From an optimization exercise on the open Yosys and OpenROAD flow, aimed at small area, a short achievable clock period and few clock cycles per item; shortcuts taken in it are not production practice.
RTL that was checked went through simulation tests only; none was proved equivalent to the original.
The clock port is modelled as an ideal driver, which makes a skipped or thinned clock tree look cheaper than it is; a real chip needs a root buffer or a tree.

==> job 5820: inputs <==
// matrixMultiplier
module matrixMultiplier(input st, rst, clk, input [7:0] data_in, output done, output [7:0] dataout);
  reg run, wt, done_r;
  reg [3:0] u;             
  reg [2:0] ph;            
  wire start = wt & ~st;
  always @(posedge clk or posedge rst)
    if (rst) begin run <= 1'b0; wt <= 1'b0; done_r <= 1'b0; end
    else begin
      wt <= wt ? st : (~run & st);
      run <= start | (run & ~((u == 4'd15) & ph[0]));    
      done_r <= run & (u == 4'd5) & ph[2];               
    end
  assign done = done_r;
  always @(posedge clk) begin
    u <= start ? 4'd0 : u + {3'd0, ph[2]};
    ph <= start ? 3'b001 : {ph[1:0], ph[2]};    
  end
  reg [7:0] ra0,ra1,ra2,ra3,ra4,ra5,ra6,ra7,ra8;
  reg [7:0] rb0,rb1,rb2,rb3,rb4,rb5,rb6,rb7,rb8;
  wire lda = (u < 4'd3);                 
  wire ldb = (u >= 4'd3) & (u < 4'd6);   
  always @(posedge clk) begin
    ra0 <= lda ? data_in : ra8;
    {ra8,ra7,ra6,ra5,ra4,ra3,ra2,ra1} <= {ra7,ra6,ra5,ra4,ra3,ra2,ra1,ra0};
  ...
clock: 10.0 ns
lec_check: 0
abc_clock_period_in_ps: 2000
cap_margin: 20
core_margin: 2
core_utilization: 40
slew_margin: 20
standard.sh (not shown) runs the stock make flow with config.mk's settings and CLKGATE_MAP_FILE= SYNTH_SCRIPT=/design/flow/synth_recipe.tcl, a recipe that flattens the netlist after the stock synthesis.
==> flow/flow/run.sh <==
#!/bin/bash
# Own layout flow: the standard ORFS flow (standard.sh, unchanged synthesis),
# with the port buffers made of sky130_fd_sc_hd__buf_2 instead of the default
# delay-cell buffers, a larger setup-repair margin and clock-tree options of our
# own.  Every make step writes its own log under orfs/logs/; make's own output
# goes to standard.log.
set -euo pipefail
export BUFFER_PORTS_ARGS="-buffer_cell sky130_fd_sc_hd__buf_2"
export SETUP_SLACK_MARGIN=7.0
export CTS_ARGS="-sink_clustering_enable -repair_clock_nets -sink_clustering_size 30 -sink_clustering_max_diameter 100 -buf_list sky130_fd_sc_hd__clkbuf_16 -dont_use_dummy_load"
bash standard.sh > standard.log 2>&1
==> job 9039 (differences from job 5820) <==
--- a/flow/design.v
+++ b/flow/design.v
@@ -1,45 +1,52 @@
 module matrixMultiplier(input st, rst, clk, input [7:0] data_in, output done, output [7:0] dataout);
   reg run, wt, done_r;
-  reg [3:0] u;             
   reg [2:0] ph;            
+  reg la, lb, w;           
+  wire d8, d17, d18, d26;  
   wire start = wt & ~st;
   always @(posedge clk or posedge rst)
     if (rst) begin run <= 1'b0; wt <= 1'b0; done_r <= 1'b0; end
     else begin
       wt <= wt ? st : (~run & st);
-      run <= start | (run & ~((u == 4'd15) & ph[0]));    
-      done_r <= run & (u == 4'd5) & ph[2];               
+      run <= start | (run & ~(w & d18));    
+      done_r <= run & lb & d17;             
     end
   assign done = done_r;
   always @(posedge clk) begin
-    u <= start ? 4'd0 : u + {3'd0, ph[2]};
+    la <= start | (la & ~d8);
+    lb <= ~start & ((lb & ~d17) | (la & d8));
+    w <= ~start & (w | d26);
     ph <= start ? 3'b001 : {ph[1:0], ph[2]};    
   end
   reg [7:0] ra0,ra1,ra2,ra3,ra4,ra5,ra6,ra7,ra8;
   reg [7:0] rb0,rb1,rb2,rb3,rb4,rb5,rb6,rb7,rb8;
-  wire lda = (u < 4'd3);                 
-  wire ldb = (u >= 4'd3) & (u < 4'd6);   
+  wire lda = la;
+  wire ldb = lb;
   always @(posedge clk) begin
     ra0 <= lda ? data_in : ra8;
     {ra8,ra7,ra6,ra5,ra4,ra3,ra2,ra1} <= {ra7,ra6,ra5,ra4,ra3,ra2,ra1,ra0};
     rb0 <= ldb ? data_in : rb8;
     {rb8,rb7,rb6,rb5,rb4,rb3,rb2,rb1} <= {rb7,rb6,rb5,rb4,rb3,rb2,rb1,rb0};
   end
   reg [2:0] sa;
   reg [4:0] sb;
   wire ke = ph[1];
   always @(posedge clk) begin
     if (start) begin sa <= 3'd2; sb <= 5'd4; end
     else begin
       if (ke & ~sb[2]) sa <= {sa[1:0], sa[2]};
       sb <= ke ? {sb[1], sb[0], sb[2], 2'b00} : {1'b0, sb[4:1]};
     end
   end
+  assign d8 = sa[0] & sb[3] & ph[2];
+  assign d17 = sa[2] & sb[3] & ph[2];
+  assign d18 = sa[2] & sb[2] & ph[0];
+  assign d26 = sa[1] & sb[3] & ph[2];
   reg [7:0] ar, br;
   always @(posedge clk) begin
     ar <= ({8{sa[0]}} & ra1) | ({8{sa[1]}} & ra4) | ({8{sa[2]}} & ra7);
     br <= ({8{sb[0]}} & rb0) | ({8{sb[1]}} & rb2) | ({8{sb[2]}} & rb4) | ({8{sb[3]}} & rb6) | ({8{sb[4]}} & rb8);
   end
   wire pp0_0 = ar[0] & br[0];
   wire pp0_1 = ar[1] & br[0];
   wire pp0_2 = ar[2] & br[0];
==> flow/flow/run.sh (replaced) <==
#!/bin/bash
# Own layout flow: the standard ORFS flow (standard.sh, unchanged synthesis),
# with the port buffers made of sky130_fd_sc_hd__buf_2 instead of the default
# delay-cell buffers, a larger setup-repair margin, and a clock tree of our own:
# a hook after clock-tree synthesis (flow/cts_tree.tcl) rebuilds it as two
# levels of clkbuf_16 (N1 buffers driven by the clock port, N2 leaf buffers
# under each).  Every make step writes its own log under orfs/logs/; make's
# own output goes to standard.log.
set -euo pipefail
export BUFFER_PORTS_ARGS="-buffer_cell sky130_fd_sc_hd__buf_2"
export SETUP_SLACK_MARGIN=7.2
export CTS_ARGS="-sink_clustering_enable -repair_clock_nets -sink_clustering_size 30 -sink_clustering_max_diameter 100 -buf_list sky130_fd_sc_hd__clkbuf_16 -dont_use_dummy_load"
export CLK_TREE_N1=4
export CLK_TREE_N2=3
export POST_CTS_TCL="$PWD/flow/cts_tree.tcl"
bash standard.sh > standard.log 2>&1
==> flow/flow/cts_tree.tcl (new file) <==
# POST_CTS_TCL hook: replace the clock tree that TritonCTS built by a two-level
# tree of our own.  The clock port drives N1 buffers placed at the centres of
# N1 register clusters (k-means on the placed registers); each drives N2 leaf
# buffers at the centres of sub-clusters, which drive the registers.  Every
# register gets the clock through two buffers of the same kind.  Then, as
# cts.tcl does after clock_tree_synthesis, the placement is legalised and
# timing repaired.
proc kmeans {pts nb} {
  # pts: list of {x y payload}; returns list of cluster index per point and centres
  set np [llength $pts]
  set cx 0; set cy 0
  foreach p $pts { set cx [expr {$cx+[lindex $p 0]}]; set cy [expr {$cy+[lindex $p 1]}] }
  set cx [expr {double($cx)/$np}]; set cy [expr {double($cy)/$np}]
  set cent {}
  # init: spread points by angle, pick nb points evenly
  set sorted [lsort -real -index 3 [lmap p $pts {list {*}[lrange $p 0 2] [expr {atan2([lindex $p 1]-$cy,[lindex $p 0]-$cx)}]}]]
  for {set k 0} {$k < $nb} {incr k} {
    set p [lindex $sorted [expr {int(($k+0.5)*$np/$nb)}]]
    lappend cent [list [expr {($cx+[lindex $p 0])/2.0}] [expr {($cy+[lindex $p 1])/2.0}]]
  }
  for {set iter 0} {$iter < 40} {incr iter} {
    set sx [lrepeat $nb 0.0]; set sy [lrepeat $nb 0.0]; set sn [lrepeat $nb 0]
    set asg {}
    foreach p $pts {
      set best 0; set bd 1e30
      for {set k 0} {$k < $nb} {incr k} {
        set c [lindex $cent $k]
        set d [expr {abs([lindex $p 0]-[lindex $c 0])+abs([lindex $p 1]-[lindex $c 1])}]
        if {$d < $bd} { set bd $d; set best $k }
      }
      lappend asg $best
      lset sx $best [expr {[lindex $sx $best]+[lindex $p 0]}]
      lset sy $best [expr {[lindex $sy $best]+[lindex $p 1]}]
      lset sn $best [expr {[lindex $sn $best]+1}]
    }
    for {set k 0} {$k < $nb} {incr k} {
      if {[lindex $sn $k] > 0} { lset cent $k [list [expr {[lindex $sx $k]/[lindex $sn $k]}] [expr {[lindex $sy $k]/[lindex $sn $k]}]] }
    }
  }
  return [list $asg $cent]
}
proc mkbuf {block master name innet x y} {
  set inst [odb::dbInst_create $block $master $name]
  set net [odb::dbNet_create $block "${name}_net"]
  $net setSigType CLOCK
  [$inst findITerm A] connect $innet
  [$inst findITerm X] connect $net
  $inst setLocation [expr {int($x)}] [expr {int($y)}]
  $inst setPlacementStatus PLACED
  return $net
}
proc build_tree2 {n1 n2 bufmaster} {
  set block [ord::get_db_block]
  set master [[ord::get_db] findMaster $bufmaster]
  set clknet [[$block findBTerm clk] getNet]
  set sinks {}; set todo [list $clknet]; set dead {}
  while {[llength $todo]} {
    set n [lindex $todo 0]; set todo [lrange $todo 1 end]
    foreach it [$n getITerms] {
      set inst [$it getInst]; set mn [[$inst getMaster] getName]
      if {[$it isOutputSignal]} continue
      if {[string match "*clkbuf*" $mn] || [string match "*clkinv*" $mn]} {
        lappend todo [[$inst findITerm X] getNet]; lappend dead $inst
      } else { lappend sinks $it }
    }
  }
  foreach inst $dead {
    set on [[$inst findITerm X] getNet]
    foreach it [$on getITerms] { if {[$it getInst] != $inst} { $it disconnect } }
    odb::dbInst_destroy $inst
    if {$on != $clknet} { odb::dbNet_destroy $on }
  }
  set pts {}
  foreach it $sinks {
    set b [[$it getInst] getBBox]
    lappend pts [list [expr {([$b xMin]+[$b xMax])/2}] [expr {([$b yMin]+[$b yMax])/2}] $it]
  }
  lassign [kmeans $pts $n1] asg1 cent1
  set nleaf 0
  for {set a 0} {$a < $n1} {incr a} {
    set sub {}
    foreach p $pts k $asg1 { if {$k == $a} { lappend sub $p } }
    if {![llength $sub]} continue
    set c [lindex $cent1 $a]
    set l1net [mkbuf $block $master "clkbuf_l1_$a" $clknet [lindex $c 0] [lindex $c 1]]
    set m [expr {min($n2, [llength $sub])}]
    lassign [kmeans $sub $m] asg2 cent2
    for {set b 0} {$b < $m} {incr b} {
      set c2 [lindex $cent2 $b]
      set lnet [mkbuf $block $master "clkbuf_l2_${a}_$b" $l1net [lindex $c2 0] [lindex $c2 1]]
      incr nleaf
      foreach p $sub k $asg2 { if {$k == $b} { set it [lindex $p 2]; $it disconnect; $it connect $lnet } }
    }
  }
  puts "my clock tree: $n1 level-1 buffers, $nleaf leaf buffers, [llength $sinks] sinks, removed [llength $dead] buffers"
}
build_tree2 $::env(CLK_TREE_N1) $::env(CLK_TREE_N2) sky130_fd_sc_hd__clkbuf_16
detailed_placement
estimate_parasitics -placement
report_clock_skew
repair_timing_helper
detailed_placement
check_placement -verbose
- ABC_CLOCK_PERIOD_IN_PS: 2000 -> 3000
- CORE_UTILIZATION: 40 -> 65
==> qor summary <==
metric	job 5820	job 9039
Outcome	finished clean	finished clean
Slew at the pin closest to its max-slew limit	0.668 ns	0.594 ns
Minimum clock period after layout	2.95 ns	2.81 ns
Number of cells in the design after placement	897	768
Least setup slack across all paths after layout	7.05 ns	7.19 ns
Area enclosed by the die boundary	21400 sq um	13200 sq um
Pre-CTS setup slack	7.00 ns	7.10 ns
Routability cong.	0.809	0.782
Avg Cell Area, Syn	13.1 sq um	13.0 sq um
Synth Net Count	712	706
Die H	146 um	115 um
Count of vias placed by the detailed router	4186	4138
Area occupied by multi-input gates	2970 sq um	3000 sq um
Clock insertion delay at the later pin of the skew report	0.48 ns	0.31 ns
Testbench counts of job 5820, summed over its fixed seeds: cycles 7,680, items 160.
Testbench counts of job 9039, summed over its fixed seeds: cycles 7,680, items 160.
The clock cells of job 9039 come from the design's own scripts or RTL, not from TritonCTS.


==> branch amber <==
matrixMultiplier, a different RTL version from the one above (not shown whole).
Settings: LEC_CHECK=0, ABC_CLOCK_PERIOD_IN_PS=3000, CAP_MARGIN=20, CORE_MARGIN=2, CORE_UTILIZATION=40, CTS_BUF_LIST=sky130_fd_sc_hd__clkbuf_8, CTS_CLUSTER_DIAMETER=50, CTS_CLUSTER_SIZE=16, SLEW_MARGIN=20; clock period 10.0 ns.
==> flow/flow/run.sh <==
#!/bin/bash
# Own layout flow: the standard ORFS flow (standard.sh, unchanged synthesis),
# with the port buffers made of sky130_fd_sc_hd__buf_2 instead of the default
# delay-cell buffers and a larger setup-repair margin.  Every make step writes
# its own log under orfs/logs/; make's own output goes to standard.log.
set -euo pipefail
export BUFFER_PORTS_ARGS="-buffer_cell sky130_fd_sc_hd__buf_2"
export SETUP_SLACK_MARGIN=7.0
bash standard.sh > standard.log 2>&1
==> branch indigo: changes against branch amber <==
--- a/flow/design.v
+++ b/flow/design.v
@@ -1,45 +1,52 @@
 module matrixMultiplier(input st, rst, clk, input [7:0] data_in, output done, output [7:0] dataout);
   reg run, wt, done_r;
-  reg [5:0] t;             
   reg [2:0] ph;            
+  reg la, lb, w;           
+  wire d8, d17, d18, d26;  
   wire start = wt & ~st;
   always @(posedge clk or posedge rst)
     if (rst) begin run <= 1'b0; wt <= 1'b0; done_r <= 1'b0; end
     else begin
       wt <= wt ? st : (~run & st);
-      run <= start | (run & (t != 6'd45));
-      done_r <= run & (t == 6'd17);
+      run <= start | (run & ~(w & d18));    
+      done_r <= run & lb & d17;             
     end
   assign done = done_r;
   always @(posedge clk) begin
-    t <= start ? 6'd0 : t + 6'd1;
+    la <= start | (la & ~d8);
+    lb <= ~start & ((lb & ~d17) | (la & d8));
+    w <= ~start & (w | d26);
     ph <= start ? 3'b001 : {ph[1:0], ph[2]};    
   end
   reg [7:0] ra0,ra1,ra2,ra3,ra4,ra5,ra6,ra7,ra8;
   reg [7:0] rb0,rb1,rb2,rb3,rb4,rb5,rb6,rb7,rb8;
-  wire lda = (t < 6'd9);
-  wire ldb = (t >= 6'd9) & (t < 6'd18);
+  wire lda = la;
+  wire ldb = lb;
   always @(posedge clk) begin
     ra0 <= lda ? data_in : ra8;
     {ra8,ra7,ra6,ra5,ra4,ra3,ra2,ra1} <= {ra7,ra6,ra5,ra4,ra3,ra2,ra1,ra0};
     rb0 <= ldb ? data_in : rb8;
     {rb8,rb7,rb6,rb5,rb4,rb3,rb2,rb1} <= {rb7,rb6,rb5,rb4,rb3,rb2,rb1,rb0};
   end
   reg [2:0] sa;
   reg [4:0] sb;
   wire ke = ph[1];
   always @(posedge clk) begin
-    if (start) begin sa <= 3'b010; sb <= 5'b00100; end
+    if (start) begin sa <= 3'd2; sb <= 5'd4; end
     else begin
       if (ke & ~sb[2]) sa <= {sa[1:0], sa[2]};
       sb <= ke ? {sb[1], sb[0], sb[2], 2'b00} : {1'b0, sb[4:1]};
     end
   end
+  assign d8 = sa[0] & sb[3] & ph[2];
+  assign d17 = sa[2] & sb[3] & ph[2];
+  assign d18 = sa[2] & sb[2] & ph[0];
+  assign d26 = sa[1] & sb[3] & ph[2];
   reg [7:0] ar, br;
   always @(posedge clk) begin
     ar <= ({8{sa[0]}} & ra1) | ({8{sa[1]}} & ra4) | ({8{sa[2]}} & ra7);
     br <= ({8{sb[0]}} & rb0) | ({8{sb[1]}} & rb2) | ({8{sb[2]}} & rb4) | ({8{sb[3]}} & rb6) | ({8{sb[4]}} & rb8);
   end
   wire pp0_0 = ar[0] & br[0];
   wire pp0_1 = ar[1] & br[0];
   wire pp0_2 = ar[2] & br[0];
@@ -192,17 +199,18 @@
   reg [13:0] cs1;
   always @(posedge clk) begin
     cs0 <= {pp7_7, n82, n80, n78, n76, n74, n72, n70, n68, n66, n64, n62, pp2_0, pp0_1, pp0_0};
     cs1 <= {n84, n83, n81, n79, n77, n75, n73, n71, n69, n67, n65, n63, n61, pp1_0};
   end
   wire [15:0] x0 = {1'b0, cs0[14], cs0[13], cs0[12], cs0[11], cs0[10], cs0[9], cs0[8], cs0[7], cs0[6], cs0[5], cs0[4], cs0[3], cs0[2], cs0[1], cs0[0]};
   wire [15:0] x1 = {1'b0, cs1[13], cs1[12], cs1[11], cs1[10], cs1[9], cs1[8], cs1[7], cs1[6], cs1[5], cs1[4], cs1[3], cs1[2], cs1[1], cs1[0], 1'b0};
   reg [16:0] acc;
-  reg [17:0] res;
+  reg [7:0] lo, mid;       
+  reg [1:0] hi;
   wire last = ph[0];       
   wire [17:0] sum;
   wire s0 = acc[0] ^ x0[0] ^ x1[0];
   wire c0 = (acc[0] & x0[0]) | (acc[0] & x1[0]) | (x0[0] & x1[0]);
   wire s1 = acc[1] ^ x0[1] ^ x1[1];
   wire c1 = (acc[1] & x0[1]) | (acc[1] & x1[1]) | (x0[1] & x1[1]);
   wire s2 = acc[2] ^ x0[2] ^ x1[2];
   wire c2 = (acc[2] & x0[2]) | (acc[2] & x1[2]) | (x0[2] & x1[2]);
@@ -341,12 +349,14 @@
   assign sum[12] = kp12_0 ^ kG11_17;
   assign sum[13] = kp13_0 ^ kG12_27;
   assign sum[14] = kp14_0 ^ kG13_20;
   assign sum[15] = kp15_0 ^ kG14_28;
   assign sum[16] = kp16_0 ^ kG15_16;
   assign sum[17] = kp17_0 ^ kG16_29;
   always @(posedge clk) begin
     acc <= last ? 17'd0 : sum[16:0];
-    res <= last ? sum : {8'd0, res[17:8]};
+    lo <= last ? sum[7:0] : mid;
+    mid <= last ? sum[15:8] : {6'd0, hi};
+    hi <= sum[17:16];
   end
-  assign dataout = res[7:0];
+  assign dataout = lo;
 endmodule
==> flow/flow/run.sh (replaced) <==
#!/bin/bash
# Own layout flow: the standard ORFS flow (standard.sh, unchanged synthesis),
# with the port buffers made of sky130_fd_sc_hd__buf_2 instead of the default
# delay-cell buffers, a larger setup-repair margin, clock-tree options of our
# own, and a hook after clock-tree synthesis (flow/cts_post.tcl) that drives the
# leaf clock buffers straight from the root clock buffer.  Every make step
# writes its own log under orfs/logs/; make's own output goes to standard.log.
set -euo pipefail
export BUFFER_PORTS_ARGS="-buffer_cell sky130_fd_sc_hd__buf_2"
export SETUP_SLACK_MARGIN=7.1
export CTS_ARGS="-sink_clustering_enable -repair_clock_nets -sink_clustering_size 30 -sink_clustering_max_diameter 100 -buf_list sky130_fd_sc_hd__clkbuf_16 -dont_use_dummy_load"
export POST_CTS_TCL="$PWD/flow/cts_post.tcl"
bash standard.sh > standard.log 2>&1
==> flow/flow/cts_post.tcl (new file) <==
# POST_CTS_TCL hook: drive the leaf clock buffers straight from the root
# clock buffer.  TritonCTS puts one H-tree level of branch buffers between the
# root buffer and the leaf buffers; removing that level makes the clock reach
# every register earlier by the same amount.  Timing is then repaired again
# and the placement legalised, as cts.tcl does after clock_tree_synthesis.
set block [ord::get_db_block]
set clkport [$block findBTerm clk]
set clknet [$clkport getNet]
# the root buffer: the clock port's only load
set root ""
foreach it [$clknet getITerms] { if {[$it isInputSignal]} { set root [$it getInst] } }
set rootnet [[$root findITerm X] getNet]
set removed 0
foreach it [$rootnet getITerms] {
  set inst [$it getInst]
  if {$inst == $root} continue
  if {![string match "*clkbuf*" [[$inst getMaster] getName]]} continue
  set onet [[$inst findITerm X] getNet]
  # bypass it only if it drives nothing but other clock buffers
  set ok 1
  foreach l [$onet getITerms] {
    if {[$l getInst] == $inst} continue
    if {![string match "*clkbuf*" [[[$l getInst] getMaster] getName]]} { set ok 0 }
  }
  if {!$ok} continue
  foreach l [$onet getITerms] {
    if {[$l getInst] == $inst} continue
    $l disconnect
    $l connect $rootnet
  }
  puts "bypassed clock buffer [$inst getName]"
  odb::dbInst_destroy $inst
  odb::dbNet_destroy $onet
  incr removed
}
puts "removed $removed branch clock buffers"
estimate_parasitics -placement
report_clock_skew
repair_timing_helper
detailed_placement
check_placement -verbose
CORE_UTILIZATION = 65   (was 40)
CTS_BUF_LIST = not set   (was sky130_fd_sc_hd__clkbuf_8)
CTS_CLUSTER_DIAMETER = not set   (was 50)
CTS_CLUSTER_SIZE = not set   (was 16)
==> branch pepper: changes against branch amber <==
--- a/flow/design.v
+++ b/flow/design.v
@@ -1,40 +1,40 @@
 module matrixMultiplier(input st, rst, clk, input [7:0] data_in, output done, output [7:0] dataout);
   reg run, wt, done_r;
-  reg [5:0] t;             
+  reg [3:0] u;             
   reg [2:0] ph;            
   wire start = wt & ~st;
   always @(posedge clk or posedge rst)
     if (rst) begin run <= 1'b0; wt <= 1'b0; done_r <= 1'b0; end
     else begin
       wt <= wt ? st : (~run & st);
-      run <= start | (run & (t != 6'd45));
-      done_r <= run & (t == 6'd17);
+      run <= start | (run & ~((u == 4'd15) & ph[0]));    
+      done_r <= run & (u == 4'd5) & ph[2];               
     end
   assign done = done_r;
   always @(posedge clk) begin
-    t <= start ? 6'd0 : t + 6'd1;
+    u <= start ? 4'd0 : u + {3'd0, ph[2]};
     ph <= start ? 3'b001 : {ph[1:0], ph[2]};    
   end
   reg [7:0] ra0,ra1,ra2,ra3,ra4,ra5,ra6,ra7,ra8;
   reg [7:0] rb0,rb1,rb2,rb3,rb4,rb5,rb6,rb7,rb8;
-  wire lda = (t < 6'd9);
-  wire ldb = (t >= 6'd9) & (t < 6'd18);
+  wire lda = (u < 4'd3);                 
+  wire ldb = (u >= 4'd3) & (u < 4'd6);   
   always @(posedge clk) begin
     ra0 <= lda ? data_in : ra8;
     {ra8,ra7,ra6,ra5,ra4,ra3,ra2,ra1} <= {ra7,ra6,ra5,ra4,ra3,ra2,ra1,ra0};
     rb0 <= ldb ? data_in : rb8;
     {rb8,rb7,rb6,rb5,rb4,rb3,rb2,rb1} <= {rb7,rb6,rb5,rb4,rb3,rb2,rb1,rb0};
   end
   reg [2:0] sa;
   reg [4:0] sb;
   wire ke = ph[1];
   always @(posedge clk) begin
-    if (start) begin sa <= 3'b010; sb <= 5'b00100; end
+    if (start) begin sa <= 3'd2; sb <= 5'd4; end
     else begin
       if (ke & ~sb[2]) sa <= {sa[1:0], sa[2]};
       sb <= ke ? {sb[1], sb[0], sb[2], 2'b00} : {1'b0, sb[4:1]};
     end
   end
   reg [7:0] ar, br;
   always @(posedge clk) begin
     ar <= ({8{sa[0]}} & ra1) | ({8{sa[1]}} & ra4) | ({8{sa[2]}} & ra7);
@@ -192,17 +192,18 @@
   reg [13:0] cs1;
   always @(posedge clk) begin
     cs0 <= {pp7_7, n82, n80, n78, n76, n74, n72, n70, n68, n66, n64, n62, pp2_0, pp0_1, pp0_0};
     cs1 <= {n84, n83, n81, n79, n77, n75, n73, n71, n69, n67, n65, n63, n61, pp1_0};
   end
   wire [15:0] x0 = {1'b0, cs0[14], cs0[13], cs0[12], cs0[11], cs0[10], cs0[9], cs0[8], cs0[7], cs0[6], cs0[5], cs0[4], cs0[3], cs0[2], cs0[1], cs0[0]};
   wire [15:0] x1 = {1'b0, cs1[13], cs1[12], cs1[11], cs1[10], cs1[9], cs1[8], cs1[7], cs1[6], cs1[5], cs1[4], cs1[3], cs1[2], cs1[1], cs1[0], 1'b0};
   reg [16:0] acc;
-  reg [17:0] res;
+  reg [7:0] lo, mid;       
+  reg [1:0] hi;
   wire last = ph[0];       
   wire [17:0] sum;
   wire s0 = acc[0] ^ x0[0] ^ x1[0];
   wire c0 = (acc[0] & x0[0]) | (acc[0] & x1[0]) | (x0[0] & x1[0]);
   wire s1 = acc[1] ^ x0[1] ^ x1[1];
   wire c1 = (acc[1] & x0[1]) | (acc[1] & x1[1]) | (x0[1] & x1[1]);
   wire s2 = acc[2] ^ x0[2] ^ x1[2];
   wire c2 = (acc[2] & x0[2]) | (acc[2] & x1[2]) | (x0[2] & x1[2]);
@@ -341,12 +342,14 @@
   assign sum[12] = kp12_0 ^ kG11_17;
   assign sum[13] = kp13_0 ^ kG12_27;
   assign sum[14] = kp14_0 ^ kG13_20;
   assign sum[15] = kp15_0 ^ kG14_28;
   assign sum[16] = kp16_0 ^ kG15_16;
   assign sum[17] = kp17_0 ^ kG16_29;
   always @(posedge clk) begin
     acc <= last ? 17'd0 : sum[16:0];
-    res <= last ? sum : {8'd0, res[17:8]};
+    lo <= last ? sum[7:0] : mid;
+    mid <= last ? sum[15:8] : {6'd0, hi};
+    hi <= sum[17:16];
   end
-  assign dataout = res[7:0];
+  assign dataout = lo;
 endmodule
==> flow/flow/run.sh (replaced) <==
#!/bin/bash
# Own layout flow: the standard ORFS flow (standard.sh, unchanged synthesis),
# with the port buffers made of sky130_fd_sc_hd__buf_2 instead of the default
# delay-cell buffers, a larger setup-repair margin and clock-tree options of our
# own.  Every make step writes its own log under orfs/logs/; make's own output
# goes to standard.log.
set -euo pipefail
export BUFFER_PORTS_ARGS="-buffer_cell sky130_fd_sc_hd__buf_2"
export SETUP_SLACK_MARGIN=7.0
export CTS_ARGS="-sink_clustering_enable -repair_clock_nets -sink_clustering_size 30 -sink_clustering_max_diameter 100 -buf_list sky130_fd_sc_hd__clkbuf_16 -dont_use_dummy_load"
bash standard.sh > standard.log 2>&1
ABC_AREA = 1   (was not set)
CTS_BUF_LIST = not set   (was sky130_fd_sc_hd__clkbuf_8)
CTS_CLUSTER_DIAMETER = not set   (was 50)
CTS_CLUSTER_SIZE = not set   (was 16)
==> impl_metrics.yaml <==
route:
  drt_pass1_iterations: 5
  routed-via-count: 4279
placed_design:
  dp_hpwl_microns: 9680
  place_inst: 911
cells_and_area:
  inverters_excl_clock: 61
timing:
  fin_skew_ns: 0.0250
outcome:
  status: "timing/DRC/antenna clean"
setup_path:
  crit_arrival_ns: 1.02
synth:
  synthCells: 644
clock_network:
  clkLatencyLatePin_ns: 0.52
That was branch amber.
==> impl_metrics.yaml <==
outcome:
  status: "timing/DRC/antenna clean"
synth:
  synth_seq_cells: 242
  synthCells: 787
placed_design:
  place_inst: 1046
  dp_hpwl_microns: 9520
cells_and_area:
  inverters_excl_clock: 137
clock_network:
  postCtsSetupRepairBufs: 0
  clkLatencyLatePin_ns: 0.47
setup_path:
  crit_arrival_ns: 0.96
route:
  wirelength_microns: 13000
  drt_pass1_iterations: 6
That was branch pepper.
==> impl_metrics.yaml <==
global_route:
  use_met1_pct: 27.0
cells_and_area:
  multi_input_area_share_pct: 34.3
placed_design:
  place_inst: 768
  dp_hpwl_microns: 9420
clock_network:
  clkLatencyLatePin_ns: 0.40
route:
  drt_pass1_iterations: 5
outcome:
  status: "timing/DRC/antenna clean"
setup_path:
  crit_arrival_ns: 0.91
That was branch indigo.
Testbench counts of branch indigo, summed over its fixed seeds: cycles 7,680, items 160.
Testbench counts of branch pepper, summed over its fixed seeds: cycles 7,680, items 160.
The RTL of branch amber was laid out without a check of its function.

==> afterwards: timing with drivers on the ports <==
How much do the figures lean on ideal ports? The routed layouts below were timed once more, with nothing changed but the port constraints.
Step 1 assumes that a clkbuf_16 drives the clock port and a buf_2 every other input.
Step 2 adds t to the input delays and takes it off the output delays; t is the mean of the earliest and latest rising clock arrival at the registers after step 1. Input paths then give back, and output paths get back, about the clock's delay inside the block.
a / b / c = ideal ports / drivers / drivers and shift; a / b = the first two.
run	t (ns)	setup slack, ns	worst setup path after step 2
job 5820	0.487	7.046 / 7.006 / 7.136	input to register
job 9039	0.369	7.188 / 7.099 / 7.270	input to register
branch amber	0.549	6.980 / 6.944 / 7.090	input to register
branch indigo	0.402	7.094 / 7.055 / 7.217	register to register
branch pepper	0.484	7.043 / 7.003 / 7.272	input to register
After both steps every run listed still meets setup and hold.
